Context: an optimization exercise on an open-source flow, tuned for small area. The choices shown serve that exercise and are no tape-out recipe. No run shown here included a check of the RTL's function; only the layout flow was run. Power figures rest on the tool's default switching activity, not on a simulated workload.

==> flow/design.v <==
module ad7606
#(
    parameter USR_CLK_CYCLE_NS = 20,
              T_CYCLE_NS       = 5000,
              T_RESET_NS       = 50,
              T_CONV_MIN_NS    = 3450,
              T_CONV_MAX_NS    = 4150,
              T1_NS            = 40,
              T2_NS            = 25,
              T10_NS           = 25,
              T11_NS           = 15,
              T14_NS           = 25,
              T15_NS           = 6,
              T26_NS           = 25
)
(
    input wire         usr_trigger,
    input wire         usr_clk,
    input wire         usr_rst,
    output reg [15: 0] usr_channel1,
    output reg [15: 0] usr_channel2,
    output reg [15: 0] usr_channel3,
    output reg [15: 0] usr_channel4,
    output reg [15: 0] usr_channel5,
    output reg [15: 0] usr_channel6,
    output reg [15: 0] usr_channel7,
    output reg [15: 0] usr_channel8,
    output wire [3: 0] usr_error,
    output wire        usr_sampling,
    output wire        usr_ready,
    input wire         hw_busy,
    input wire         hw_first_data,
    input wire [15: 0] hw_data,
    output wire        hw_convst,
    output wire        hw_rd,
    output wire        hw_cs,
    output wire        hw_range,
    output wire [2: 0] hw_os,
    output wire        hw_mode_select,
    output wire        hw_reset,
    output wire        hw_stby_n
);
localparam PH_IDLE = 2'd0,
           PH_CVW  = 2'd1,
           PH_WCC  = 2'd2,
           PH_READ = 2'd3;
reg [1: 0]  ph;
reg [7: 0]  cnt;
reg         pend;
reg [2: 0]  code;
reg [2: 0]  trg;
reg [1: 0]  bsy;
reg [1: 0]  fdt;
reg [15: 0] dat1, dat2;
wire idle   = (ph == PH_IDLE);
wire cvw    = (ph == PH_CVW);
wire wcc    = (ph == PH_WCC);
wire rdc    = (ph == PH_READ);
wire [3: 0] k  = cnt[3: 0];
wire [3: 0] ch = cnt[7: 4];
wire por    = idle & (cnt < 8'd5);
wire arst   = pend | por;                        
wire trig_edge = trg[1] & ~trg[2];
wire busy_s    = bsy[1];
wire fd_s      = fdt[1];
wire rd_step   = rdc & (k >= 4'd5) & (k != 4'd15);
wire fd_ok     = (ch == 4'd0) ? fd_s : ~fd_s;
wire err_fd     = rd_step & ~fd_ok & (k == 4'd11);
wire err_conv   = wcc & busy_s & (cnt == 8'd232);
wire err_start  = cvw & ~busy_s & (cnt >= 8'd10);
wire err_fast   = ~idle & trig_edge;
wire [2: 0] new_code = err_fd    ? 3'd2 :
                       err_conv  ? 3'd1 :
                       err_start ? 3'd5 :
                       err_fast  ? 3'd6 : 3'd0;
wire any_err = err_fd | err_conv | err_start | err_fast;
always @(posedge usr_clk) begin
    bsy  <= {bsy[0], hw_busy};
    fdt  <= {fdt[0], hw_first_data};
    dat1 <= hw_data;
    dat2 <= dat1;
end
always @(posedge usr_clk) begin
    if (arst) trg <= 3'b0;
    else      trg <= {trg[1: 0], usr_trigger};
end
always @(posedge usr_clk or negedge usr_rst) begin
    if (!usr_rst) begin
        ph   <= PH_IDLE;
        cnt  <= 8'd0;
        pend <= 1'b0;
        code <= 3'd0;
    end else begin
        pend <= ~arst & any_err;
        if (~idle & ~pend) code <= new_code;
        if (pend) begin
            ph  <= PH_IDLE;
            cnt <= 8'd5;
        end else begin
            case (ph)
                PH_IDLE: begin
                    if (cnt == 8'd15) begin
                        if (trig_edge) begin ph <= PH_CVW; cnt <= 8'd0; end
                        else cnt <= 8'd14;
                    end else if (trig_edge & (cnt >= 8'd13)) begin
                        ph <= PH_CVW; cnt <= 8'd1;
                    end else if (cnt != 8'd14) cnt <= cnt + 8'd1;
                end
                PH_CVW: begin
                    if (busy_s & (cnt >= 8'd5)) begin ph <= PH_WCC; cnt <= 8'd0; end
                    else cnt <= cnt + 8'd1;
                end
                PH_WCC: begin
                    if (~busy_s) begin ph <= PH_READ; cnt <= 8'd0; end
                    else cnt <= cnt + 8'd1;
                end
                PH_READ: begin
                    if (ch == 4'd8 && k == 4'd1) begin ph <= PH_IDLE; cnt <= 8'd15; end
                    else if (rd_step & fd_ok) cnt[3: 0] <= 4'd15;
                    else cnt <= cnt + 8'd1;
                end
            endcase
        end
    end
end
wire [7: 0]  ld, hd;
genvar gi;
generate
    for (gi = 0; gi < 8; gi = gi + 1) begin : g_we
        wire sel = rd_step & (ch[2: 0] == gi);
        assign ld[gi] = ~arst & sel;
        assign hd[gi] = ~arst & ~sel;
    end
endgenerate
always @(posedge usr_clk or negedge usr_rst) if (!usr_rst) usr_channel1 <= 16'b0; else usr_channel1 <= ({16{ld[0]}} & dat2) | ({16{hd[0]}} & usr_channel1);
always @(posedge usr_clk or negedge usr_rst) if (!usr_rst) usr_channel2 <= 16'b0; else usr_channel2 <= ({16{ld[1]}} & dat2) | ({16{hd[1]}} & usr_channel2);
always @(posedge usr_clk or negedge usr_rst) if (!usr_rst) usr_channel3 <= 16'b0; else usr_channel3 <= ({16{ld[2]}} & dat2) | ({16{hd[2]}} & usr_channel3);
always @(posedge usr_clk or negedge usr_rst) if (!usr_rst) usr_channel4 <= 16'b0; else usr_channel4 <= ({16{ld[3]}} & dat2) | ({16{hd[3]}} & usr_channel4);
always @(posedge usr_clk or negedge usr_rst) if (!usr_rst) usr_channel5 <= 16'b0; else usr_channel5 <= ({16{ld[4]}} & dat2) | ({16{hd[4]}} & usr_channel5);
always @(posedge usr_clk or negedge usr_rst) if (!usr_rst) usr_channel6 <= 16'b0; else usr_channel6 <= ({16{ld[5]}} & dat2) | ({16{hd[5]}} & usr_channel6);
always @(posedge usr_clk or negedge usr_rst) if (!usr_rst) usr_channel7 <= 16'b0; else usr_channel7 <= ({16{ld[6]}} & dat2) | ({16{hd[6]}} & usr_channel7);
always @(posedge usr_clk or negedge usr_rst) if (!usr_rst) usr_channel8 <= 16'b0; else usr_channel8 <= ({16{ld[7]}} & dat2) | ({16{hd[7]}} & usr_channel8);
assign usr_sampling   = (cvw & (cnt >= 8'd2)) | wcc | rdc;
assign hw_cs          = ~usr_sampling;
assign hw_convst      = ~(cvw & (cnt >= 8'd2) & (cnt <= 8'd4));
assign hw_rd          = ~rdc | (k == 4'd1) | ((k == 4'd0) & (ch == 4'd0)) | ((k == 4'd2) & (ch != 4'd0));
assign hw_reset       = idle & (cnt >= 8'd6) & (cnt <= 8'd12);
assign usr_ready      = ~idle | (cnt >= 8'd14);
assign usr_error      = {1'b0, pend ? 3'd0 : code};
assign hw_range       = 1'b1;
assign hw_os          = 3'b000;
assign hw_mode_select = 1'b0;
assign hw_stby_n      = 1'b1;
endmodule
==> flow/run.sh <==
#!/bin/bash
# synth_recipe.tcl (not shown) runs the flow's synth.tcl, then flattens the netlist and writes it again
# the make line also repeats each setting of config.mk as NAME=value (left out here)
make -C /OpenROAD-flow-scripts/flow DESIGN_CONFIG=/design/flow/config.mk WORK_HOME=/design/flow/orfs CLKGATE_MAP_FILE= SYNTH_SCRIPT=/design/flow/synth_recipe.tcl finish
==> flow/config.mk <==
export PLATFORM = sky130hd
export DESIGN_NAME = ad7606
export DESIGN_NICKNAME = ad7606
export VERILOG_FILES = /design/flow/design.v
export SDC_FILE = /design/flow/constraint.sdc
export NUM_CORES = 4
export LEC_CHECK = 0
export CAP_MARGIN = 20
export CORE_MARGIN = 2
export CORE_UTILIZATION = 40
export SLEW_MARGIN = 20
==> flow/constraint.sdc <==
create_clock -name core_clock -period 20.0 [get_ports {usr_clk}]
set_input_delay 4.0000 -clock core_clock [delete_from_list [all_inputs] [get_ports {usr_clk}]]
set_output_delay 4.0000 -clock core_clock [all_outputs]
set_load 0.01 [all_outputs]
==> impl_metrics.yaml, run 1 <==
timing:
  slew_viol_final: 0
  hold_violations: 0
  fmax_ghz: 0.144
  setup_tns_ns: 0
  worst_pin_slew_ns: 0.948
  finalSetupViolCount: 0
  maxSlewHeadroom_pct: 36.6
  finalCritPeriodShare_pct: 34.7
  rsz0062_at_grt: "no"
  fin_crit_ns: 6.95
  finClkSkew_ns: 0.0114
place:
  gp_congestion: 0.900
  port-buffer-count: 157
  place_inst: 880
  dp_hpwl_um: 14200
hold_path:
  hold_path.class: "register to register"
setup_path:
  required_ns: 16.00
  crit_buf_inv: 2
  path_cells: "nor4_4 > nand3_1 > a211o_1 > inv_1 > clkdlybuf4s50_1"
  cp-start-kind: "register"
  end_kind: "output port"
  crit_slowest_cell: "nor4_4"
  critical_path_arrival_ns: 2.95
  critPathKind: "register to output port"
  crit_fanout: 18
  rrSetupSlack_ns: 17.03
  crit_family: "simple AND/OR/NAND/NOR gates"
  cpPeakStageDelay_ns: 0.81
clock_tree:
  clk_path_buf_depth: 2
  htreeDepth: 4
  clk_pin_slew_ns: 0.07
  clock_sinks: 181
  post_cts_buffers: 0
  cts_hold_buffers: 0
  cts-root-buf: "clkbuf_16"
  clk_latency_ns: 0.43
  cts_resized: 0
  cts-buffers-inserted: 17
  cts_tree: "done"
logic_synthesis:
  synthSimpleGateAreaFrac_pct: 8.52
  synth_mux_area_share_pct: 0.493
  ys.flop_type: "dfrtp_1"
  synth_cell_types: 66
  ys_seq_elements: 181
  synth_edf_count: 0
  synth-warning-count: 1
  synth.avg_cell_area_um2: 13.1
  synthCells: 544
  synth-compound-area-share_pct: 23.6
  synthXorXnorAreaFrac_pct: 0.352
  seq_area_frac_synth_pct: 61.0
  async_reset_ff_share_pct: 78.5
  synth_fa_ha_area_share_pct: 1.41
  syn_area_um2: 7110
  synth_top_family_by_area: "compound AO/OA/AOI/OAI gates"
floorplan:
  initial_core_util_pct: 40.9
  die_area_um2: 18800
  io-pin-count: 165
  core.rowCount: 48
  dieWidth_um: 137
  die_h_um: 137
  core_area_um2: 17400
final_layout:
  multi_input_area_um2: 2470
  area_growth_pct: 30.6
  regArea_um2: 4330
  final_cell_mix: "156 x clkdlybuf4s50_1, 142 x dfrtp_1, 128 x a22o_1, 39 x dfxtp_1, 17 x clkbuf_16"
  final_core_util_pct: 53.5
  fillers: 1435
  mostFrequentLayoutCell: "clkdlybuf4s50_1"
  n_antenna_cell: 0
  final_cells: 912
  nNetsFinal: 703
  post_route_cells_drive_above_1_share_pct: 10.6
power:
  p_total_uw: 1130
  pwr_density_cell_nw_per_um2: 122
  switching_share_pct: 38.9
  p_int_uw: 693
  power.leakage_uw: 0.00403
  pwr-share-seq_pct: 38.0
  clkPwrFrac_pct: 28.6
  comb_power_share_pct: 33.4
  ir_worst_vdd_uv: 67.1
  p_switching_uw: 441
routing:
  drt-wirelength-per-cell_um: 22.2
  antenna_left: 0
  drt_wl_total_um: 20300
  drc: 0
  dr.pass1.iters: 5
  drtIter0Drc: 409
  via_count: 5158
  post_drt_via_cell_ratio: 5.66
outcome:
  status: "complete, no violations"
grt:
  grt_pass1_wl_um: 31200
  grt_max_degree: 81
  grt_overflow: 0
  grt_pass1_vias: 5147
  antenna_found_initial: 0
  track_usage_pct: 22.2
job:
  maxCapViolCount: 0
[flip-flops by register name, indices dropped and copies added, names as in the netlist]
signal and count:
usr_channel5 16, fdt 2, ph 2, code 3
bsy 2, pend 1, usr_channel2 16, dat2 16
usr_channel4 16, usr_channel3 16, usr_channel7 16, trg 3
usr_channel6 16, cnt 8, dat1 16, usr_channel8 16
usr_channel1 16
[cell families (layout without fill, tap and decap cells)]
kind of cell | count (synthesis) | in the layout
compound gates | 192 | 192
xor+xnor | 2 | 2
fa+ha+maj | 8 | 8
buf+inv | 61 | 199
flops | 181 | 181
mux | 3 | 3
other cells | 2 | 7
simple gates | 95 | 95
[power by group through the flow]
stage | Combinational, uW | Sequential [uW] | Clock [uW]
6_report | 379 | 431 | 324
5_1_grt | 415 | 435 | 350
3_5_place_dp | 378 | 438 | 0
4_1_cts | 380 | 430 | 334
2_1_floorplan | 277 | 418 | 0
3_3_place_gp | 376 | 437 | 0
[per-stage QoR]
step           instance area (um^2)  worst slack [ns]  hold slack (ns)
2_1_floorplan                  7120             14.50            0.310
3_3_place_gp                   8700             13.53            0.311
3_5_place_dp                   8700             13.51            0.312
4_1_cts                        9280             13.02            0.323
5_1_grt                        9280             12.84            0.327
6_report                       9280             13.05            0.323
[cells in the mapped netlist, types with 7 or more instances]
cell	n	area share, %
buf_4	13	1.4
inv_1	9	0.48
a21oi_1	9	0.63
dfxtp_1	39	11
nor2_1	15	0.79
a22o_1	128	16
nand2b_1	9	0.79
ha_1	8	1.4
nand2_1	16	0.85
o21ai_0	12	0.85
nand3_1	7	0.49
dfrtp_1	142	50
buf_2	17	1.2
buf_1	17	0.90
[layer usage]
| layer | wire (um) | GRT usage [%] | vias up |
|---|---|---|---|
| met5 | 0 | 0 | - |
| met4 | 404 | 7.67 | 0 |
| met2 | 9740 | 35.0 | 194 |
| met3 | 1030 | 4.05 | 29 |
| met1 | 9080 | 30.8 | 2640 |
| li1 | - | - | 2295 |
[worst paths after layout]
check                                             end  depth (start not counted)                from
max                                             hw_cs                          5  cnt[4]$_DFFE_PN0P_
min                                   dat2[6]$_DFF_P_                          0     dat1[6]$_DFF_P_
max reg2reg                usr_channel4[15]$_DFF_PN0_                          4  cnt[4]$_DFFE_PN0P_
min reg2reg                           dat2[6]$_DFF_P_                          0     dat1[6]$_DFF_P_
max in group asynchronous  usr_channel6[13]$_DFF_PN0_                          2             usr_rst
min in group asynchronous  usr_channel8[14]$_DFF_PN0_                          1             usr_rst
[layout make-up]
type / count / share of cell area, %
flip-flops and latches: 181 / 46.7
multi-input cells: 307 / 26.6
repair buffers: 158 / 17.0
clock buffers: 18 / 4.73
well taps: 225 / 3.03
clock inverters: 14 / 1.52
inverters: 9 / 0.364
==> inputs of run 2 (changes only) <==
==> flow/flow/run.sh (new file) <==
#!/bin/bash
set -euo pipefail
bash standard.sh "BUFFER_PORTS_ARGS=-buffer_cell sky130_fd_sc_hd__buf_1" finish > make_finish.log 2>&1
==> flow/standard.sh (new file) <==
#!/bin/bash
# synth_recipe.tcl (not shown) runs the flow's synth.tcl, then flattens the netlist and writes it again
# the make line also repeats each setting of config.mk as NAME=value (left out here)
make -C /OpenROAD-flow-scripts/flow DESIGN_CONFIG=/design/flow/config.mk WORK_HOME=/design/flow/orfs CLKGATE_MAP_FILE= SYNTH_SCRIPT=/design/flow/synth_recipe.tcl "${@:-finish}"
removed: flow/run.sh
==> impl_metrics.yaml, run 2 <==
timing:
  worst_pin_slew_ns: 0.954
  finalSetupViolCount: 0
  rsz0062_at_grt: "no"
  fmax_ghz: 0.151
  slew_viol_final: 0
  maxSlewHeadroom_pct: 36.2
  hold_violations: 0
  finClkSkew_ns: 0.00963
  setup_tns_ns: 0
  finalCritPeriodShare_pct: 33.0
  fin_crit_ns: 6.61
logic_synthesis:
  syn_area_um2: 7110
  synth_top_area_share_pct: 50.0
  synth_edf_count: 0
  ys_top_cells_by_area: "dfrtp_1 50%, a22o_1 16%, dfxtp_1 11%, ha_1 1.4%, buf_4 1.4%"
  synth_top_area_cell: "dfrtp_1"
  synth_mux_area_share_pct: 0.493
  synth_fa_ha_area_share_pct: 1.41
  ys_seq_elements: 181
  ys.flop_type: "dfrtp_1"
  synth_top_family_by_area: "compound AO/OA/AOI/OAI gates"
  synthSimpleGateAreaFrac_pct: 8.52
  yosysMostFrequentCell: "dfrtp_1"
  synthCells: 544
  synthXorXnorAreaFrac_pct: 0.352
  synth.avg_cell_area_um2: 13.1
  async_reset_ff_share_pct: 78.5
  synth-compound-area-share_pct: 23.6
  seq_area_frac_synth_pct: 61.0
  synth_cell_types: 66
  synth_common_cells: "142 x dfrtp_1, 128 x a22o_1, 39 x dfxtp_1"
  synth-warning-count: 1
clock_tree:
  cts-root-buf: "clkbuf_16"
  cts-buffers-inserted: 17
  post_cts_buffers: 0
  htreeDepth: 4
  clk_latency_ns: 0.43
  cts_hold_buffers: 0
  clk_path_buf_depth: 2
  clock_sinks: 181
  cts_resized: 0
  clk_pin_slew_ns: 0.07
  cts_tree: "done"
power:
  p_switching_uw: 440
  switching_share_pct: 38.6
  comb_power_share_pct: 30.9
  ir_worst_vdd_uv: 67.2
  pwr-share-seq_pct: 37.7
  p_int_uw: 701
  pwr_density_cell_nw_per_um2: 137
  clkPwrFrac_pct: 31.4
  power.leakage_uw: 0.00369
hold_path:
  hold_path.class: "register to register"
  hold_depth: 0
  holdCritStartpoint: "dat1[0]$_DFF_P_"
  min_to: "dat2[0]$_DFF_P_"
grt:
  grt_pass1_vias: 4868
  grt_max_degree: 82
  antenna_found_initial: 0
  grt_overflow: 0
  grt_pass1_wl_um: 29400
  track_usage_pct: 21.0
setup_path:
  cp-start-kind: "register"
  worstReg2RegStart: "cnt[4]$_DFFE_PN0P_"
  path_cells: "nor4_4 > nand3_1 > a211o_1 > inv_1 > buf_1"
  critPathKind: "register to output port"
  crit_fanout: 18
  r2r_end: "usr_channel4[2]$_DFF_PN0_"
  ff2ff_path_depth: 4
  end_kind: "output port"
  cpPeakStageDelay_ns: 0.85
  rrSetupSlack_ns: 17.00
  critical_path_arrival_ns: 2.61
  required_ns: 16.00
  crit_slowest_cell: "nor4_4"
routing:
  drc: 0
  drt_wl_total_um: 19800
  post_drt_via_cell_ratio: 5.74
  antenna_left: 0
  via_count: 5234
  drtIter0Drc: 341
  drt-wirelength-per-cell_um: 21.7
  dr.pass1.iters: 5
final_layout:
  final_cell_mix: "156 x buf_1, 142 x dfrtp_1, 128 x a22o_1, 39 x dfxtp_1, 17 x clkbuf_16"
  post_route_cells_drive_above_1_share_pct: 10.6
  mostFrequentLayoutCell: "buf_1"
  n_antenna_cell: 0
  area_growth_pct: 17.6
  final_cell_area_um2: 8360
  nNetsFinal: 703
  final_cells: 912
  fillers: 1584
job:
  maxCapViolCount: 0
floorplan:
  initial_core_util_pct: 40.9
  core_area_um2: 17400
  die_area_um2: 18800
  dieWidth_um: 137
  io-pin-count: 165
  die_h_um: 137
  core.rowCount: 48
place:
  place_inst: 880
  post_dp_cell_area_um2: 7720
  port-buffer-count: 157
  gp_congestion: 0.852
  dp_hpwl_um: 13800
outcome:
  status: "complete, no violations"
-- run 2: cell types whose count changed in the layout (fill, tap and decap cells not counted) --
cell	previous run	this run
buf_1	0	156
buf_4	1	0
clkbuf_4	0	1
clkinvlp_4	0	2
clkinv_4	5	1
bufinv_16	0	3
clkbuf_8	1	0
clkdlybuf4s50_1	156	0
-- run 2: area by class of cell --
type	count	area, um^2	area share, %
clock buffers	17	425	5.09
clock inverters	15	211	2.53
inverters	9	33.8	0.404
multi-input cells	307	2470	29.5
flip-flops and latches	181	4330	51.8
well taps	225	282	3.37
repair buffers	158	604	7.23
-- run 2: how the worst max path moves through the flow --
| stage | startpoint | end | slack [ns] |
|---|---|---|---|
| after floorplan | cnt[7]$_DFFE_PN0P_ | hw_cs | 14.50 |
| after global placement | cnt[4]$_DFFE_PN0P_ | hw_cs | 13.91 |
| after detailed placement | cnt[4]$_DFFE_PN0P_ | hw_cs | 13.87 |
| after CTS | cnt[4]$_DFFE_PN0P_ | hw_cs | 13.39 |
| after global routing | cnt[4]$_DFFE_PN0P_ | hw_reset | 13.26 |
| final | cnt[4]$_DFFE_PN0P_ | hw_cs | 13.39 |
-- run 2: through the flow --
stage                     utilization, %  power, uW  setup WS [ns]  hold WS [ns]
after floorplan                        -        695          14.50         0.310
after global placement              44.5        781          13.91         0.310
after detailed placement            44.5        786          13.87         0.312
after CTS                           48.1       1140          13.39         0.328
after global routing                48.2       1200          13.26         0.336
final                               48.2       1140          13.39         0.327
-- run 2: cells by family (layout without fill, tap and decap cells) --
logic type | after synthesis | after routing
compound gates | 192 | 192
xor+xnor | 2 | 2
fa+ha+maj | 8 | 8
buf+inv | 61 | 199
flops | 181 | 181
mux | 3 | 3
other cells | 2 | 7
simple gates | 95 | 95
-- run 2: worst max-delay path: cells and delay by family (launching register included) --
family / cells / cell delay [ns]
flops: 1 / 0.64
compound gates: 1 / 0.34
buf+inv: 2 / 0.20
simple gates: 2 / 0.99
-- run 2: power by group through the flow --
stage | Clock [uW] | Combinational (uW) | Sequential [uW]
final | 358 | 353 | 430
after detailed placement | 0 | 349 | 437
after global placement | 0 | 345 | 436
after floorplan | 0 | 277 | 418
after CTS | 364 | 351 | 430
after global routing | 380 | 384 | 434
-- run 2: routing by layer --
| layer | part of all wire, % | global-route usage, % | up-vias |
|---|---|---|---|
| li1 | - | - | 2287 |
| met4 | 0.95 | 5.56 | 0 |
| met2 | 49 | 33.4 | 195 |
| met1 | 45 | 28.9 | 2737 |
| met5 | 0 | 0 | - |
| met3 | 5.9 | 5.08 | 15 |
==> inputs of run 3 (changes only) <==
--- a/flow/config.mk
+++ b/flow/config.mk
@@ -8,4 +8,5 @@
 export CAP_MARGIN = 20
 export CORE_MARGIN = 2
 export CORE_UTILIZATION = 40
+export CTS_BUF_LIST = sky130_fd_sc_hd__clkbuf_8
 export SLEW_MARGIN = 20
==> impl_metrics.yaml, run 3 <==
outcome:
  status: "complete, no violations"
floorplan:
  die_area_um2: 18800
  die_h_um: 137
  io-pin-count: 165
  initial_core_util_pct: 40.9
  core.rowCount: 48
  dieWidth_um: 137
  core_area_um2: 17400
final_layout:
  mostFrequentLayoutCell: "buf_1"
  final_cells: 912
  final_core_util_pct: 47.1
  post_route_cells_drive_above_1_share_pct: 10.6
  nNetsFinal: 703
  n_antenna_cell: 0
  final_cell_mix: "156 x buf_1, 142 x dfrtp_1, 128 x a22o_1, 39 x dfxtp_1, 17 x clkbuf_8"
  area_growth_pct: 14.9
routing:
  via_count: 5147
  drt_wl_total_um: 19700
  drc: 0
  drtIter0Drc: 317
  antenna_left: 0
  drt-wirelength-per-cell_um: 21.6
  dr.pass1.iters: 5
  post_drt_via_cell_ratio: 5.64
clock_tree:
  htreeDepth: 4
  cts-buffers-inserted: 17
  clk_latency_ns: 0.46
  cts-root-buf: "clkbuf_8"
  clk_path_buf_depth: 2
  clock_sinks: 181
  cts_hold_buffers: 0
  post_cts_buffers: 0
  cts_tree: "done"
  cts_resized: 0
  clk_pin_slew_ns: 0.09
logic_synthesis:
  syn_area_um2: 7110
  synth_common_cells: "142 x dfrtp_1, 128 x a22o_1, 39 x dfxtp_1"
  seq_area_frac_synth_pct: 61.0
  ys_top_cells_by_area: "dfrtp_1 50%, a22o_1 16%, dfxtp_1 11%, ha_1 1.4%, buf_4 1.4%"
  synth-warning-count: 1
  synth_top_area_cell: "dfrtp_1"
  synth_edf_count: 0
  ys.flop_type: "dfrtp_1"
  synthCells: 544
  async_reset_ff_share_pct: 78.5
  ys_seq_elements: 181
  yosysMostFrequentCell: "dfrtp_1"
  synth_cell_types: 66
  synth_top_area_share_pct: 50.0
  synth.avg_cell_area_um2: 13.1
power:
  clkPwrFrac_pct: 25.8
  ir_worst_vdd_uv: 60.9
  pwr_density_cell_nw_per_um2: 129
  p_total_uw: 1060
  power.leakage_uw: 0.00360
  comb_power_share_pct: 33.5
  pwr-share-seq_pct: 40.7
  p_int_uw: 628
  switching_share_pct: 40.6
  p_switching_uw: 429
setup_path:
  end_kind: "output port"
  critical_path_arrival_ns: 2.63
  crit_slowest_cell: "nor4_4"
  critPathKind: "register to output port"
  crit_fanout: 18
  required_ns: 16.00
  path_cells: "nor4_4 > nand3_1 > a211o_1 > inv_1 > buf_1"
  cp-start-kind: "register"
  cpPeakStageDelay_ns: 0.83
place:
  place_inst: 880
  dp_hpwl_um: 13800
  gp_congestion: 0.852
  port-buffer-count: 157
grt:
  track_usage_pct: 21.0
  grt_overflow: 0
  antenna_found_initial: 0
  busiest_layer: "met2"
  grt_pass1_wl_um: 29400
  met1_usage_pct: 28.9
  use_met3_pct: 5.41
  grt_pass1_vias: 4855
  grt_use_met2_pct: 33.2
  grt_max_degree: 82
timing:
  finalCritPeriodShare_pct: 33.1
  worst_pin_slew_ns: 0.945
  finClkSkew_ns: 0.0110
  fmax_ghz: 0.151
  slew_viol_final: 0
  fin_crit_ns: 6.63
  setup_tns_ns: 0
  hold_violations: 0
  finalSetupViolCount: 0
  maxSlewHeadroom_pct: 36.8
  rsz0062_at_grt: "no"
job:
  maxCapViolCount: 0
hold_path:
  hold_path.class: "register to register"
## run 3: layer usage
metal | wire length (um) | vias to the layer above
li1 | - | 2282
met1 | 8800 | 2660
met2 | 9400 | 191
met3 | 1250 | 14
met4 | 225 | 0
met5 | 0 | -
## run 3: power by group through the flow
stage	sequential, uW	combinational (uW)	clock (uW)
2_1_floorplan	418	277	0
3_3_place_gp	436	345	0
3_5_place_dp	437	349	0
4_1_cts	429	351	280
5_1_grt	434	385	297
6_report	430	354	273
## run 3: cell families (layout without fill, tap and decap cells)
kind of cell / count (synthesis) / count (layout) / share of synthesized area, %
simple gates: 95 / 95 / 8.52
mux: 3 / 3 / 0.493
flops: 181 / 181 / 61.0
xor+xnor: 2 / 2 / 0.352
compound gates: 192 / 192 / 23.6
buf+inv: 61 / 199 / 4.53
other cells: 2 / 7 / 0.106
fa+ha+maj: 8 / 8 / 1.41
## run 3: metrics by stage
stage	cell area [um^2]	hold WS [ns]	worst slack (ns)
detailed placement	7720	0.312	13.87
global placement	7720	0.310	13.91
finish	8170	0.333	13.37
floorplan	7120	0.310	14.50
CTS	8160	0.334	13.35
global route	8170	0.344	13.23
## run 3: worst max-delay path, delay by kind of cell, from the launching register on
family                 cells  cell delay, ns
AND/OR/NAND/NOR            2            0.97
flip-flops                 1            0.65
AO/OA/AOI/OAI              1            0.34
buffers and inverters      2            0.20
## run 3: worst paths after layout
path / startpoint / endpoint / slack [ns] / depth (start not counted)
setup / recovery: cnt[4]$_DFFE_PN0P_ / hw_cs / 13.37 / 5
hold / removal: dat1[1]$_DFF_P_ / dat2[1]$_DFF_P_ / 0.33 / 0
setup reg to reg: cnt[4]$_DFFE_PN0P_ / usr_channel4[2]$_DFF_PN0_ / 17.01 / 4
hold reg to reg: dat1[1]$_DFF_P_ / dat2[1]$_DFF_P_ / 0.33 / 0
max in group asynchronous: usr_rst / usr_channel4[4]$_DFF_PN0_ / 15.11 / 2
min in group asynchronous: usr_rst / usr_channel8[14]$_DFF_PN0_ / 3.66 / 1
## run 3: layout make-up
| class | count | area [um^2] |
|---|---|---|
| fill | 1602 | 9190 |
| sequential | 181 | 4330 |
| multi-input combinational | 307 | 2470 |
| timing repair buffer | 158 | 604 |
| tap | 225 | 282 |
| clock buffer | 17 | 234 |
| clock inverter | 15 | 211 |
| inverter | 9 | 33.8 |
==> inputs of run 4 (changes only) <==
==> flow/flow/run.sh (replaced) <==
#!/bin/bash
set -euo pipefail
here=$(pwd)
bash standard.sh "BUFFER_PORTS_ARGS=-buffer_cell sky130_fd_sc_hd__buf_1" \
  "PRE_GLOBAL_PLACE_TCL=$here/flow/downsize.tcl" finish > make_finish.log 2>&1
==> flow/flow/downsize.tcl (new file) <==
# Before global placement: set every combinational cell to the smallest drive strength of
# its own function; repair_design later buffers or upsizes whatever then violates slew/cap.
set n 0
foreach inst [get_cells *] {
  set m [get_property $inst ref_name]
  if {[regexp {^(sky130_fd_sc_hd__(?:[a-z0-9]+))_(\d+)$} $m -> base size]} {
    if {[regexp {^sky130_fd_sc_hd__(df|edf|sdf|dl|conb|tap|fill|decap|clk)} $m]} { continue }
    foreach s {1 0} {
      if {$s >= $size} { continue }
      set cand ${base}_$s
      if {[llength [get_lib_cells -quiet $cand]] > 0} {
        replace_cell [get_full_name $inst] $cand
        incr n
        break
      }
    }
  }
}
puts "downsize: replaced $n cells"
==> impl_metrics.yaml, run 4 <==
power:
  power.leakage_uw: 0.00358
  switching_share_pct: 38.6
  pwr_density_cell_nw_per_um2: 129
  ir_worst_vdd_uv: 67.1
  pwr-share-seq_pct: 41.2
  comb_power_share_pct: 31.7
  p_int_uw: 639
  clkPwrFrac_pct: 27.1
  p_switching_uw: 402
logic_synthesis:
  synth_cell_types: 66
  synth_top_area_cell: "dfrtp_1"
  synth_edf_count: 0
  synth_mux_area_share_pct: 0.493
  synthSimpleGateAreaFrac_pct: 8.52
  synth_top_family_by_area: "compound AO/OA/AOI/OAI gates"
  syn_area_um2: 7110
  synth_fa_ha_area_share_pct: 1.41
  ys_seq_elements: 181
  synthXorXnorAreaFrac_pct: 0.352
  seq_area_frac_synth_pct: 61.0
  synth-warning-count: 1
  async_reset_ff_share_pct: 78.5
  synth-compound-area-share_pct: 23.6
  synthCells: 544
  ys_top_cells_by_area: "dfrtp_1 50%, a22o_1 16%, dfxtp_1 11%, ha_1 1.4%, buf_4 1.4%"
  synth.avg_cell_area_um2: 13.1
  yosysMostFrequentCell: "dfrtp_1"
  synth_common_cells: "142 x dfrtp_1, 128 x a22o_1, 39 x dfxtp_1"
  ys.flop_type: "dfrtp_1"
  synth_top_area_share_pct: 50.0
clock_tree:
  cts_resized: 0
  htreeDepth: 4
  clock_sinks: 181
  clk_path_buf_depth: 2
  cts_hold_buffers: 0
  clk_latency_ns: 0.47
  clk_pin_slew_ns: 0.10
  post_cts_buffers: 0
  cts-buffers-inserted: 17
  cts-root-buf: "clkbuf_8"
  cts_tree: "done"
routing:
  wl_met2_um: 9230
  drt-wirelength-per-cell_um: 21.1
  drtIter0Drc: 434
  met1Wirelength_um: 8680
  post_drt_via_cell_ratio: 5.62
  via_count: 5184
  drt_wl_total_um: 19500
  top_layer_used: "met4"
  drc: 0
  antenna_left: 0
  met3_length_um: 1270
  dr.pass1.iters: 5
timing:
  maxSlewHeadroom_pct: 46.9
  finalCritPeriodShare_pct: 31.2
  fmax_ghz: 0.160
  finClkSkew_ns: 0.0174
  setup_tns_ns: 0
  worst_pin_slew_ns: 0.797
  slew_viol_final: 0
  hold_violations: 0
  finalSetupViolCount: 0
  fin_crit_ns: 6.23
  rsz0062_at_grt: "no"
grt:
  grt_pass1_wl_um: 29700
  track_usage_pct: 20.9
  grt_max_degree: 87
  grt_pass1_vias: 4903
  antenna_found_initial: 0
  grt_overflow: 0
setup_path:
  rrSetupSlack_ns: 16.87
  critical_path_arrival_ns: 2.23
  cp-start-kind: "register"
  required_ns: 16.00
  critPathKind: "register to output port"
  crit_fanout: 18
  end_kind: "output port"
floorplan:
  initial_core_util_pct: 40.9
  core_area_um2: 17400
  core.rowCount: 48
  die_area_um2: 18800
  die_h_um: 137
  dieWidth_um: 137
  io-pin-count: 165
outcome:
  status: "complete, no violations"
final_layout:
  post_route_cells_drive_above_1_share_pct: 7.59
  final_cell_mix: "156 x buf_1, 142 x dfrtp_1, 128 x a22o_1, 39 x dfxtp_1, 18 x clkbuf_8"
  final_core_util_pct: 46.3
  n_antenna_cell: 0
  nNetsFinal: 714
  mostFrequentLayoutCell: "buf_1"
  area_growth_pct: 13.2
place:
  port-buffer-count: 157
  gp_congestion: 0.876
  dp_hpwl_um: 13800
hold_path:
  hold_path.class: "register to register"
job:
  maxCapViolCount: 0
==> run 4: cell counts after synthesis <==
No cell type changed its count.
==> run 4: path summary, 6_finish.rpt <==
path / from / to / cells past startpoint
setup / recovery: cnt[4]$_DFFE_PN0P_ / hw_cs / 6
hold / removal: dat1[7]$_DFF_P_ / dat2[7]$_DFF_P_ / 0
setup reg to reg: cnt[1]$_DFFE_PN0P_ / usr_channel3[15]$_DFF_PN0_ / 7
hold reg to reg: dat1[7]$_DFF_P_ / dat2[7]$_DFF_P_ / 0
max in group asynchronous: usr_rst / usr_channel1[6]$_DFF_PN0_ / 2
min in group asynchronous: usr_rst / usr_channel4[12]$_DFF_PN0_ / 1
==> run 4: critical path, cell delays in order, from the launching register on <==
cell and delay [ns]:
dfrtp_1 0.59, nor4_1 0.33, buf_4 0.25, nand3_1 0.10
a211o_1 0.31, inv_1 0.05, buf_1 0.14
==> run 4: stage by stage <==
stage               area (um^2)  power [uW]  hold WS [ns]  instances  setup WS, ns
global placement           7550         753         0.310        890         14.25
finish                     8040        1040         0.333        923         13.77
floorplan                  7120         695         0.310        549         14.50
global route               8040        1100         0.340        923         13.58
CTS                        8020        1040         0.334        923         13.76
detailed placement         7550         758         0.312        891         14.20
==> run 4: routing by layer <==
layer  up-vias  global-route usage, %
li1       2301                      -
met1      2634                   29.4
met2       229                   32.9
met3        20                   4.19
met4         0                   6.07
met5         -                      0
==> run 4: layout make-up <==
class / count / area [um^2]
clock buffer: 18 / 248
clock inverter: 14 / 215
fill: 1596 / 9310
inverter: 9 / 33.8
multi-input combinational: 307 / 2240
sequential: 181 / 4330
tap: 225 / 282
timing repair buffer: 169 / 687
==> run 4: logic make-up after synthesis <==
kind of cell    after synthesis
other cells                   2
compound gates              192
flops                       181
buf+inv                      61
mux                           3
xor+xnor                      2
simple gates                 95
fa+ha+maj                     8
==> run 4: power by group through the flow <==
stage	Clock [uW]	Sequential, uW	Combinational (uW)
3_5_place_dp	0	435	323
6_report	282	429	331
4_1_cts	289	427	325
5_1_grt	304	433	361
3_3_place_gp	0	433	320
2_1_floorplan	0	418	277
==> inputs of run 5 (changes only) <==
==> flow/flow/run.sh (replaced) <==
#!/bin/bash
set -euo pipefail
here=$(pwd)
bash standard.sh "BUFFER_PORTS_ARGS=-buffer_cell sky130_fd_sc_hd__buf_1" \
  "PRE_GLOBAL_PLACE_TCL=$here/flow/downsize.tcl" \
  "CTS_ARGS=-sink_clustering_enable -repair_clock_nets -dont_use_dummy_load -buf_list sky130_fd_sc_hd__clkbuf_8" \
  finish > make_finish.log 2>&1
--- a/flow/config.mk
+++ b/flow/config.mk
@@ -8,5 +8,4 @@
 export CAP_MARGIN = 20
 export CORE_MARGIN = 2
 export CORE_UTILIZATION = 40
-export CTS_BUF_LIST = sky130_fd_sc_hd__clkbuf_8
 export SLEW_MARGIN = 20
==> impl_metrics.yaml, run 5 <==
outcome:
  status: "complete, no violations"
final_layout:
  final_cell_mix: "156 x buf_1, 142 x dfrtp_1, 128 x a22o_1, 39 x dfxtp_1, 17 x clkbuf_8"
  multi_input_area_um2: 2240
  post_route_cells_drive_above_1_share_pct: 5.56
  fillers: 1615
  mostFrequentLayoutCell: "buf_1"
  regArea_um2: 4330
  nNetsFinal: 714
  n_antenna_cell: 0
  final_cells: 908
  area_growth_pct: 9.98
timing:
  rsz0062_at_grt: "no"
  fin_crit_ns: 6.19
  slew_viol_final: 0
  finalCritPeriodShare_pct: 31.0
  hold_violations: 0
  finClkSkew_ns: 0.0405
  finalSetupViolCount: 0
  setup_tns_ns: 0
  maxSlewHeadroom_pct: 46.4
  fmax_ghz: 0.162
  worst_pin_slew_ns: 0.803
grt:
  grt_max_degree: 87
  grt_pass1_wl_um: 29500
  grt_overflow: 0
  track_usage_pct: 20.8
  antenna_found_initial: 0
  grt_pass1_vias: 4888
floorplan:
  die_area_um2: 18800
  io-pin-count: 165
  dieWidth_um: 137
  initial_core_util_pct: 40.9
  core.rowCount: 48
  core_area_um2: 17400
  die_h_um: 137
routing:
  drtIter0Drc: 418
  dr.pass1.iters: 5
  post_drt_via_cell_ratio: 5.69
  antenna_left: 0
  drt_wl_total_um: 19400
  drc: 0
  drt-wirelength-per-cell_um: 21.4
  via_count: 5165
setup_path:
  critical_path_arrival_ns: 2.19
  worstReg2RegStart: "cnt[1]$_DFFE_PN0P_"
  end_kind: "output port"
  rrSetupSlack_ns: 16.91
  r2r_end: "usr_channel3[15]$_DFF_PN0_"
  ff2ff_path_depth: 7
  cpPeakStageDelay_ns: 0.58
  cp-start-kind: "register"
  required_ns: 16.00
  critPathKind: "register to output port"
  crit_slowest_cell: "dfrtp_1"
  crit_fanout: 18
  path_cells: "nor4_1 > buf_4 > nand3_1 > a211o_1 > inv_1 > buf_1"
logic_synthesis:
  synthCells: 544
  ys_top_cells_by_area: "dfrtp_1 50%, a22o_1 16%, dfxtp_1 11%, ha_1 1.4%, buf_4 1.4%"
  ys_seq_elements: 181
  synth_edf_count: 0
  seq_area_frac_synth_pct: 61.0
  synth.avg_cell_area_um2: 13.1
  synth-warning-count: 1
  yosysMostFrequentCell: "dfrtp_1"
  synth_common_cells: "142 x dfrtp_1, 128 x a22o_1, 39 x dfxtp_1"
  synth_top_area_share_pct: 50.0
  synth_top_area_cell: "dfrtp_1"
  ys.flop_type: "dfrtp_1"
  syn_area_um2: 7110
  synth_cell_types: 66
  async_reset_ff_share_pct: 78.5
power:
  power.leakage_uw: 0.00349
  comb_power_share_pct: 35.0
  p_int_uw: 572
  clkPwrFrac_pct: 19.6
  p_switching_uw: 373
  switching_share_pct: 39.5
  pwr_density_cell_nw_per_um2: 121
  ir_worst_vdd_uv: 65.7
  pwr-share-seq_pct: 45.4
clock_tree:
  clk_path_buf_depth: 2
  cts-root-buf: "clkbuf_8"
  cts_hold_buffers: 0
  clk_pin_slew_ns: 0.09
  cts_tree: "done"
  htreeDepth: 4
  post_cts_buffers: 0
  clk_latency_ns: 0.46
  cts_resized: 0
  clock_sinks: 181
  cts-buffers-inserted: 17
place:
  place_inst: 891
  gp_congestion: 0.876
  dp_hpwl_um: 13800
  port-buffer-count: 157
hold_path:
  hold_path.class: "register to register"
  min_to: "dat2[7]$_DFF_P_"
  hold_depth: 0
  holdCritStartpoint: "dat1[7]$_DFF_P_"
job:
  maxCapViolCount: 0
==> run 5: layer usage <==
layer	GRT usage [%]	routed length (um)	vias to the layer above
met2	32.9	9300	233
li1	-	-	2286
met3	5.19	1320	12
met4	4.81	170	0
met1	28.9	8610	2634
met5	0	0	-
==> run 5: cell families (layout without fill, tap and decap cells) <==
group,after synthesis,in the layout,share of synthesized area [%]
adders and majority gates,8,8,1.41
buffers and inverters,61,195,4.53
and+or+nand+nor,95,95,8.52
DFF,181,181,61.0
other,2,7,0.106
AOI/OAI and AO/OA,192,192,23.6
xor gates and xnor gates,2,2,0.352
muxes,3,3,0.493
==> run 5: worst max-delay path, delay by kind of cell (launching register included) <==
kind,cells,cell delay (ns)
DFF,1,0.58
buffers and inverters,3,0.45
and+or+nand+nor,2,0.43
AOI/OAI and AO/OA,1,0.31
==> run 5: per-stage QoR <==
stage | setup WS (ns) | power (uW) | cell area (um^2) | hold slack (ns) | util [%]
finish | 13.81 | 945 | 7820 | 0.325 | 45.0
global route | 13.62 | 1000 | 7820 | 0.332 | 45.0
CTS | 13.80 | 944 | 7790 | 0.327 | 44.9
detailed placement | 14.20 | 758 | 7550 | 0.312 | 43.5
global placement | 14.25 | 753 | 7550 | 0.310 | 43.5
floorplan | 14.50 | 695 | 7120 | 0.310 | -
==> run 5: area by class of cell <==
cell class / instances / share of cell area, %
timing repair buffer: 169 / 8.79
clock buffer: 17 / 2.99
tap: 225 / 3.60
sequential: 181 / 55.5
multi-input combinational: 307 / 28.7
inverter: 9 / 0.432
==> run 5: worst max path at each step <==
stage,start,slack [ns],end,depth (start not counted)
after CTS,cnt[4]$_DFFE_PN0P_,13.80,hw_rd,6
after global routing,cnt[4]$_DFFE_PN0P_,13.62,hw_cs,6
after floorplan,cnt[7]$_DFFE_PN0P_,14.50,hw_cs,5
after detailed placement,usr_rst,14.20,usr_channel6[8]$_DFF_PN0_,2
after global placement,usr_rst,14.25,usr_channel6[14]$_DFF_PN0_,2
final,cnt[4]$_DFFE_PN0P_,13.81,hw_cs,6
==> run 5: power groups by stage <==
| stage | combinational (uW) | sequential (uW) | clock, uW |
|---|---|---|---|
| floorplan | 277 | 418 | 0 |
| global placement | 320 | 433 | 0 |
| detailed placement | 323 | 435 | 0 |
| CTS | 325 | 427 | 191 |
| global route | 362 | 433 | 206 |
| finish | 331 | 429 | 185 |
==> inputs of run 6 (changes only) <==
--- a/flow/config.mk
+++ b/flow/config.mk
@@ -7,5 +7,5 @@
 export LEC_CHECK = 0
 export CAP_MARGIN = 20
 export CORE_MARGIN = 2
-export CORE_UTILIZATION = 40
+export CORE_UTILIZATION = 65
 export SLEW_MARGIN = 20
==> impl_metrics.yaml, run 6 <==
outcome:
  status: "complete, no violations"
logic_synthesis:
  ys_seq_elements: 181
  synth-warning-count: 1
  synth_top_area_cell: "dfrtp_1"
  seq_area_frac_synth_pct: 61.0
  ys_top_cells_by_area: "dfrtp_1 50%, a22o_1 16%, dfxtp_1 11%, ha_1 1.4%, buf_4 1.4%"
  async_reset_ff_share_pct: 78.5
  synth.avg_cell_area_um2: 13.1
  synth_edf_count: 0
  yosysMostFrequentCell: "dfrtp_1"
  synthCells: 544
  synth_top_area_share_pct: 50.0
  ys.flop_type: "dfrtp_1"
  synth_common_cells: "142 x dfrtp_1, 128 x a22o_1, 39 x dfxtp_1"
  syn_area_um2: 7110
  synth_cell_types: 66
timing:
  fin_crit_ns: 6.23
  rsz0062_at_grt: "no"
  finalCritPeriodShare_pct: 31.2
  worst_pin_slew_ns: 1.07
  finClkSkew_ns: 0.0315
  finalSetupViolCount: 0
  setup_tns_ns: 0
  maxSlewHeadroom_pct: 28.3
  hold_violations: 0
  fin_hold_ws_ns: 0.319
  slew_viol_final: 0
  fmax_ghz: 0.160
setup_path:
  critPathKind: "register to output port"
  cp-start-kind: "register"
  critPathLaunch: "cnt[4]$_DFFE_PN0P_"
  path_cells: "nor4_1 > buf_4 > nand3_1 > a211o_1 > inv_1 > buf_1"
  worstReg2RegStart: "cnt[1]$_DFFE_PN0P_"
  crit_family: "flip-flops"
  end_kind: "output port"
  required_ns: 16.00
  crit_buf_inv: 3
  crit_slowest_cell: "dfrtp_1"
  critical_path_arrival_ns: 2.23
  cpPeakStageDelay_ns: 0.60
  crit_fanout: 18
clock_tree:
  post_cts_buffers: 0
  clk_pin_slew_ns: 0.08
  clk_path_buf_depth: 2
  htreeDepth: 4
  clk_latency_ns: 0.46
  cts_tree: "done"
  clock_sinks: 181
  cts_resized: 0
  cts-root-buf: "clkbuf_8"
  cts_hold_buffers: 0
  cts-buffers-inserted: 17
place:
  dp_hpwl_um: 11900
  gp_congestion: 0.883
  port-buffer-count: 157
grt:
  grt_pass1_vias: 4926
  grt_max_degree: 84
  track_usage_pct: 30.2
  grt_pass1_wl_um: 26600
  antenna_found_initial: 0
  grt_overflow: 0
hold_path:
  hold_path.class: "register to register"
  holdCritStartpoint: "dat1[4]$_DFF_P_"
final_layout:
  post_route_cells_drive_above_1_share_pct: 5.12
  final_cell_mix: "156 x buf_1, 142 x dfrtp_1, 128 x a22o_1, 39 x dfxtp_1, 19 x nor2_1"
  mostFrequentLayoutCell: "buf_1"
  area_growth_pct: 8.47
  n_antenna_cell: 0
  nNetsFinal: 714
routing:
  antenna_left: 0
  drc: 0
  via_count: 5236
  drtIter0Drc: 494
  drt_wl_total_um: 17200
  post_drt_via_cell_ratio: 6.36
  dr.pass1.iters: 5
  drt-wirelength-per-cell_um: 20.9
floorplan:
  core.rowCount: 38
  die_area_um2: 11800
  io-pin-count: 165
  dieWidth_um: 109
  die_h_um: 109
  initial_core_util_pct: 66.1
  core_area_um2: 10700
power:
  power.leakage_uw: 0.00348
  pwr_density_cell_nw_per_um2: 121
  ir_worst_vdd_uv: 103
job:
  maxCapViolCount: 0
run 6: cell types whose count changed in the layout (fill, tap and decap cells not counted):
cell and change:
nor2_1 +3, nor2_2 -3, nor3_2 -1, nor3_4 +1
run 6: layout make-up:
| type | instances | area, um^2 |
|---|---|---|
| clock buffer | 17 | 234 |
| multi-input combinational | 307 | 2240 |
| fill | 796 | 3040 |
| sequential | 181 | 4330 |
| tap | 140 | 175 |
| inverter | 9 | 33.8 |
| timing repair buffer | 169 | 687 |
run 6: routing by layer:
metal | vias up | part of all wire (%) | global-route usage, %
li1 | 2294 | - | -
met1 | 2633 | 43 | 42.3
met2 | 272 | 47 | 45.6
met3 | 37 | 8.4 | 8.32
met4 | 0 | 2.1 | 10.6
met5 | - | 0 | 0
run 6: power breakdown:
| part | leakage [uW] | total (uW) | internal (uW) | switching, uW |
|---|---|---|---|---|
| Clock | 0.000122 | 182 | 75.1 | 107 |
| Combinational | 0.00107 | 325 | 105 | 221 |
| Sequential | 0.00229 | 427 | 392 | 35.7 |
run 6: worst paths after layout:
kind                                        endpoint  slack [ns]  depth (start not counted)
hold / removal                       dat2[4]$_DFF_P_        0.32                          0
max in group asynchronous         cnt[4]$_DFFE_PN0P_       15.11                          2
setup reg to reg           usr_channel2[7]$_DFF_PN0_       16.67                          7
min in group asynchronous  usr_channel4[6]$_DFF_PN0_        3.67                          1
hold reg to reg                      dat2[4]$_DFF_P_        0.32                          0
setup / recovery                               hw_cs       13.77                          6
run 6: per-stage QoR:
step / std cells / setup WS (ns) / instance area (um^2) / power, uW / utilization, %
after global routing: 823 / 13.65 / 7710 / 991 / 71.7
final: 823 / 13.77 / 7710 / 935 / 71.7
after CTS: 823 / 13.83 / 7680 / 932 / 71.5
after detailed placement: 806 / 14.26 / 7450 / 751 / 69.3
after global placement: 806 / 14.29 / 7450 / 746 / 69.3
after floorplan: 549 / 14.50 / 7120 / 695 / -
run 6: cell families after synthesis:
group | share of synthesized area, %
xor+xnor | 0.352
mux | 0.493
compound gates | 23.6
buf+inv | 4.53
other cells | 0.106
flops | 61.0
simple gates | 8.52
fa+ha+maj | 1.41
==> inputs of run 7 (changes only) <==
--- a/flow/design.v
+++ b/flow/design.v
@@ -123,23 +123,22 @@
         end
     end
 end
-wire [7: 0]  ld, hd;
+wire [15: 0] dz = arst ? 16'b0 : dat2;
+wire [7: 0]  we;
 genvar gi;
 generate
     for (gi = 0; gi < 8; gi = gi + 1) begin : g_we
-        wire sel = rd_step & (ch[2: 0] == gi);
-        assign ld[gi] = ~arst & sel;
-        assign hd[gi] = ~arst & ~sel;
+        assign we[gi] = arst | (rd_step & (ch[2: 0] == gi));
     end
 endgenerate
-always @(posedge usr_clk or negedge usr_rst) if (!usr_rst) usr_channel1 <= 16'b0; else usr_channel1 <= ({16{ld[0]}} & dat2) | ({16{hd[0]}} & usr_channel1);
-always @(posedge usr_clk or negedge usr_rst) if (!usr_rst) usr_channel2 <= 16'b0; else usr_channel2 <= ({16{ld[1]}} & dat2) | ({16{hd[1]}} & usr_channel2);
-always @(posedge usr_clk or negedge usr_rst) if (!usr_rst) usr_channel3 <= 16'b0; else usr_channel3 <= ({16{ld[2]}} & dat2) | ({16{hd[2]}} & usr_channel3);
-always @(posedge usr_clk or negedge usr_rst) if (!usr_rst) usr_channel4 <= 16'b0; else usr_channel4 <= ({16{ld[3]}} & dat2) | ({16{hd[3]}} & usr_channel4);
-always @(posedge usr_clk or negedge usr_rst) if (!usr_rst) usr_channel5 <= 16'b0; else usr_channel5 <= ({16{ld[4]}} & dat2) | ({16{hd[4]}} & usr_channel5);
-always @(posedge usr_clk or negedge usr_rst) if (!usr_rst) usr_channel6 <= 16'b0; else usr_channel6 <= ({16{ld[5]}} & dat2) | ({16{hd[5]}} & usr_channel6);
-always @(posedge usr_clk or negedge usr_rst) if (!usr_rst) usr_channel7 <= 16'b0; else usr_channel7 <= ({16{ld[6]}} & dat2) | ({16{hd[6]}} & usr_channel7);
-always @(posedge usr_clk or negedge usr_rst) if (!usr_rst) usr_channel8 <= 16'b0; else usr_channel8 <= ({16{ld[7]}} & dat2) | ({16{hd[7]}} & usr_channel8);
+always @(posedge usr_clk or negedge usr_rst) if (!usr_rst) usr_channel1 <= 16'b0; else if (we[0]) usr_channel1 <= dz;
+always @(posedge usr_clk or negedge usr_rst) if (!usr_rst) usr_channel2 <= 16'b0; else if (we[1]) usr_channel2 <= dz;
+always @(posedge usr_clk or negedge usr_rst) if (!usr_rst) usr_channel3 <= 16'b0; else if (we[2]) usr_channel3 <= dz;
+always @(posedge usr_clk or negedge usr_rst) if (!usr_rst) usr_channel4 <= 16'b0; else if (we[3]) usr_channel4 <= dz;
+always @(posedge usr_clk or negedge usr_rst) if (!usr_rst) usr_channel5 <= 16'b0; else if (we[4]) usr_channel5 <= dz;
+always @(posedge usr_clk or negedge usr_rst) if (!usr_rst) usr_channel6 <= 16'b0; else if (we[5]) usr_channel6 <= dz;
+always @(posedge usr_clk or negedge usr_rst) if (!usr_rst) usr_channel7 <= 16'b0; else if (we[6]) usr_channel7 <= dz;
+always @(posedge usr_clk or negedge usr_rst) if (!usr_rst) usr_channel8 <= 16'b0; else if (we[7]) usr_channel8 <= dz;
 assign usr_sampling   = (cvw & (cnt >= 8'd2)) | wcc | rdc;
 assign hw_cs          = ~usr_sampling;
 assign hw_convst      = ~(cvw & (cnt >= 8'd2) & (cnt <= 8'd4));
==> flow/run.sh (new file) <==
#!/bin/bash
# synth_recipe.tcl (not shown) runs the flow's synth.tcl, then flattens the netlist and writes it again
# the make line also repeats each setting of config.mk as NAME=value (left out here)
make -C /OpenROAD-flow-scripts/flow DESIGN_CONFIG=/design/flow/config.mk WORK_HOME=/design/flow/orfs CLKGATE_MAP_FILE= SYNTH_SCRIPT=/design/flow/synth_recipe.tcl finish
--- a/flow/config.mk
+++ b/flow/config.mk
@@ -7,5 +7,5 @@
 export LEC_CHECK = 0
 export CAP_MARGIN = 20
 export CORE_MARGIN = 2
-export CORE_UTILIZATION = 65
+export CORE_UTILIZATION = 40
 export SLEW_MARGIN = 20
removed: flow/flow/run.sh
removed: flow/flow/downsize.tcl
removed: flow/standard.sh
==> impl_metrics.yaml, run 7 <==
outcome:
  status: "complete, no violations"
routing:
  via_count: 5779
  antenna_left: 0
  drt-wirelength-per-cell_um: 18.3
  post_drt_via_cell_ratio: 5.19
  dr.pass1.iters: 4
  drt_wl_total_um: 20400
  drc: 0
  drtIter0Drc: 431
power:
  comb_power_share_pct: 30.8
  ir_worst_vdd_uv: 62.4
  switching_share_pct: 36.6
  p_total_uw: 1120
  p_switching_uw: 410
  power.leakage_uw: 0.00437
  pwr_density_cell_nw_per_um2: 114
  clkPwrFrac_pct: 31.2
  p_int_uw: 711
  pwr-share-seq_pct: 38.0
setup_path:
  required_ns: 16.00
  worstReg2RegStart: "cnt[1]$_DFFE_PN0P_"
  crit_fanout: 10
  end_kind: "output port"
  r2r_end: "usr_channel5[8]$_DFFE_PN0P_"
  critical_path_arrival_ns: 2.78
  rrSetupSlack_ns: 16.49
  critPathKind: "register to output port"
  cp-start-kind: "register"
  ff2ff_path_depth: 8
logic_synthesis:
  synth_top_area_share_pct: 46.8
  yosysMostFrequentCell: "nand2_1"
  synthCells: 748
  ys.flop_type: "dfrtp_1"
  ys_top_cells_by_area: "dfrtp_1 47%, dfxtp_1 10%, mux2i_1 8.7%, nand2_1 7.1%, a21oi_1 5.1%"
  synth-warning-count: 1
  synth_common_cells: "144 x nand2_1, 142 x dfrtp_1, 85 x nor2_1"
  syn_area_um2: 7590
  synth_edf_count: 0
  synth.avg_cell_area_um2: 10.1
  synth_cell_types: 61
  seq_area_frac_synth_pct: 57.1
  ys_seq_elements: 181
  async_reset_ff_share_pct: 78.5
  synth_top_area_cell: "dfrtp_1"
floorplan:
  core.rowCount: 50
  core_area_um2: 18600
  die_h_um: 142
  io-pin-count: 165
  initial_core_util_pct: 40.7
  dieWidth_um: 142
  die_area_um2: 20100
clock_tree:
  cts-buffers-inserted: 17
  cts_hold_buffers: 0
  cts_resized: 0
  clk_latency_ns: 0.42
  cts-root-buf: "clkbuf_16"
  clock_sinks: 181
  cts_tree: "done"
  clk_path_buf_depth: 2
  post_cts_buffers: 0
  clk_pin_slew_ns: 0.07
  htreeDepth: 4
hold_path:
  hold_path.class: "register to register"
  hold_depth: 0
  holdCritStartpoint: "dat1[3]$_DFF_P_"
  min_to: "dat2[3]$_DFF_P_"
final_layout:
  post_route_cells_drive_above_1_share_pct: 6.83
  final_cell_mix: "156 x clkdlybuf4s50_1, 144 x nand2_1, 142 x dfrtp_1, 85 x nor2_1, 77 x a21oi_1"
  final_core_util_pct: 52.6
  area_growth_pct: 29.3
  n_antenna_cell: 0
  nNetsFinal: 896
  final_cells: 1113
  mostFrequentLayoutCell: "clkdlybuf4s50_1"
timing:
  hold_violations: 0
  finalSetupViolCount: 0
  rsz0062_at_grt: "no"
  fin_hold_ws_ns: 0.329
  fmax_ghz: 0.147
  finClkSkew_ns: 0.0156
  slew_viol_final: 0
  maxSlewHeadroom_pct: 30.5
  fin_crit_ns: 6.78
  finalCritPeriodShare_pct: 33.9
  worst_pin_slew_ns: 1.04
  setup_tns_ns: 0
place:
  place_inst: 1080
  dp_hpwl_um: 14000
  gp_congestion: 0.950
  port-buffer-count: 157
grt:
  track_usage_pct: 20.5
  grt_overflow: 0
  antenna_found_initial: 0
  grt_pass1_wl_um: 31800
  grt_max_degree: 81
  grt_pass1_vias: 5564
job:
  maxCapViolCount: 0
-- run 7: cell types whose count changed after synthesis, sizes merged, moves of 4 or more --
cell,change
mux2i,+64
and2,-5
nand2b,-5
o211ai,-6
inv,+6
a22o,-124
a211oi,+4
nand2,+128
buf,-19
o21ai,-5
nor2,+64
clkbuf,+36
a21oi,+63
-- run 7: worst max path at each step --
stage | start | to | depth (start not counted) | slack (ns)
floorplan | cnt[7]$_DFFE_PN0P_ | hw_convst | 3 | 14.42
global placement | cnt[6]$_DFFE_PN0P_ | hw_reset | 4 | 13.72
detailed placement | cnt[6]$_DFFE_PN0P_ | hw_reset | 4 | 13.67
CTS | cnt[6]$_DFFE_PN0P_ | hw_reset | 4 | 13.24
global route | cnt[6]$_DFFE_PN0P_ | hw_reset | 4 | 13.09
finish | cnt[6]$_DFFE_PN0P_ | hw_reset | 4 | 13.22
-- run 7: power by group through the flow --
stage / Sequential [uW] / Combinational [uW] / Clock, uW
final: 427 / 345 / 349
after global routing: 431 / 381 / 372
after CTS: 426 / 344 / 357
after detailed placement: 433 / 342 / 0
after global placement: 432 / 342 / 0
after floorplan: 412 / 258 / 0
-- run 7: logic make-up after synthesis --
group           Yosys count  share of synthesized area (%)
flops                   181                           57.1
other cells               2                         0.0990
mux                      66                           8.71
buf+inv                  84                           5.47
compound gates          121                           10.0
simple gates            283                           16.9
fa+ha+maj                 9                           1.48
xor+xnor                  2                          0.231
-- run 7: stage by stage --
stage	setup slack, ns	instance area, um^2
finish	13.22	9810
global route	13.09	9810
global placement	13.72	9160
CTS	13.24	9780
detailed placement	13.67	9160
floorplan	14.42	7610
-- run 7: layout make-up --
| cell class | count | area (um^2) |
|---|---|---|
| clock buffers | 18 | 439 |
| clock inverters | 14 | 181 |
| fillers | 1656 | 8830 |
| inverters | 15 | 56.3 |
| multi-input cells | 488 | 2880 |
| flip-flops and latches | 181 | 4330 |
| well taps | 234 | 293 |
| repair buffers | 163 | 1630 |
-- run 7: worst max-delay path, cell delays in order (launching register included) --
cell             delay (ns)
dfrtp_1                0.57
nor4_4                 0.66
nand2_1                0.25
a311oi_1               0.30
clkdlybuf4s50_1        0.58
-- run 7: routing by layer --
| layer | global-route usage, % | wire length, um | share of wire (%) | vias up |
|---|---|---|---|---|
| met5 | 0 | 0 | 0 | - |
| met4 | 6.58 | 431 | 2.1 | 0 |
| met3 | 5.23 | 1350 | 6.6 | 19 |
| met2 | 30.3 | 8990 | 44 | 208 |
| met1 | 29.7 | 9580 | 47 | 2844 |
| li1 | - | - | - | 2708 |

separate check: timing with driven ports:
The results above use ideal ports. As a check the final layouts listed here were re-extracted and re-timed, cells and wires unchanged. Step 1, drivers: a clkbuf_16 drives usr_clk and a buf_2 each remaining input, both assumed. Step 2 moves the port delays by t, midway between the first and last clock arrival at a register: inputs arrive t later, outputs are due t later. That takes back most of the time a late clock gives input paths. Three values: ideal ports, drivers, drivers and shift; two values: the first two.
| run | t (ns) | setup WS [ns] | worst hold slack (ns) | worst setup path at the end | slew at the worst register clock pin (ns) |
|---|---|---|---|---|---|
| run 1 | 0.467 | 13.052 / 13.008 / 13.475 | 0.323 / 0.323 / 0.323 | register to output | 0.08 / 0.08 |
| run 2 | 0.470 | 13.392 / 13.348 / 13.818 | 0.327 / 0.327 / 0.327 | register to output | 0.07 / 0.07 |
| run 3 | 0.490 | 13.373 / 13.336 / 13.826 | 0.333 / 0.333 / 0.333 | register to output | 0.10 / 0.10 |
| run 4 | 0.494 | 13.769 / 13.733 / 14.227 | 0.333 / 0.333 / 0.333 | register to output | 0.10 / 0.10 |
| run 5 | 0.475 | 13.809 / 13.772 / 14.247 | 0.325 / 0.325 / 0.325 | register to output | 0.10 / 0.10 |
| run 6 | 0.481 | 13.769 / 13.734 / 14.215 | 0.319 / 0.319 / 0.319 | register to output | 0.09 / 0.09 |
| run 7 | 0.460 | 13.216 / 13.173 / 13.633 | 0.329 / 0.329 / 0.329 | register to output | 0.07 / 0.07 |
After both steps setup and hold are still met in every run listed.
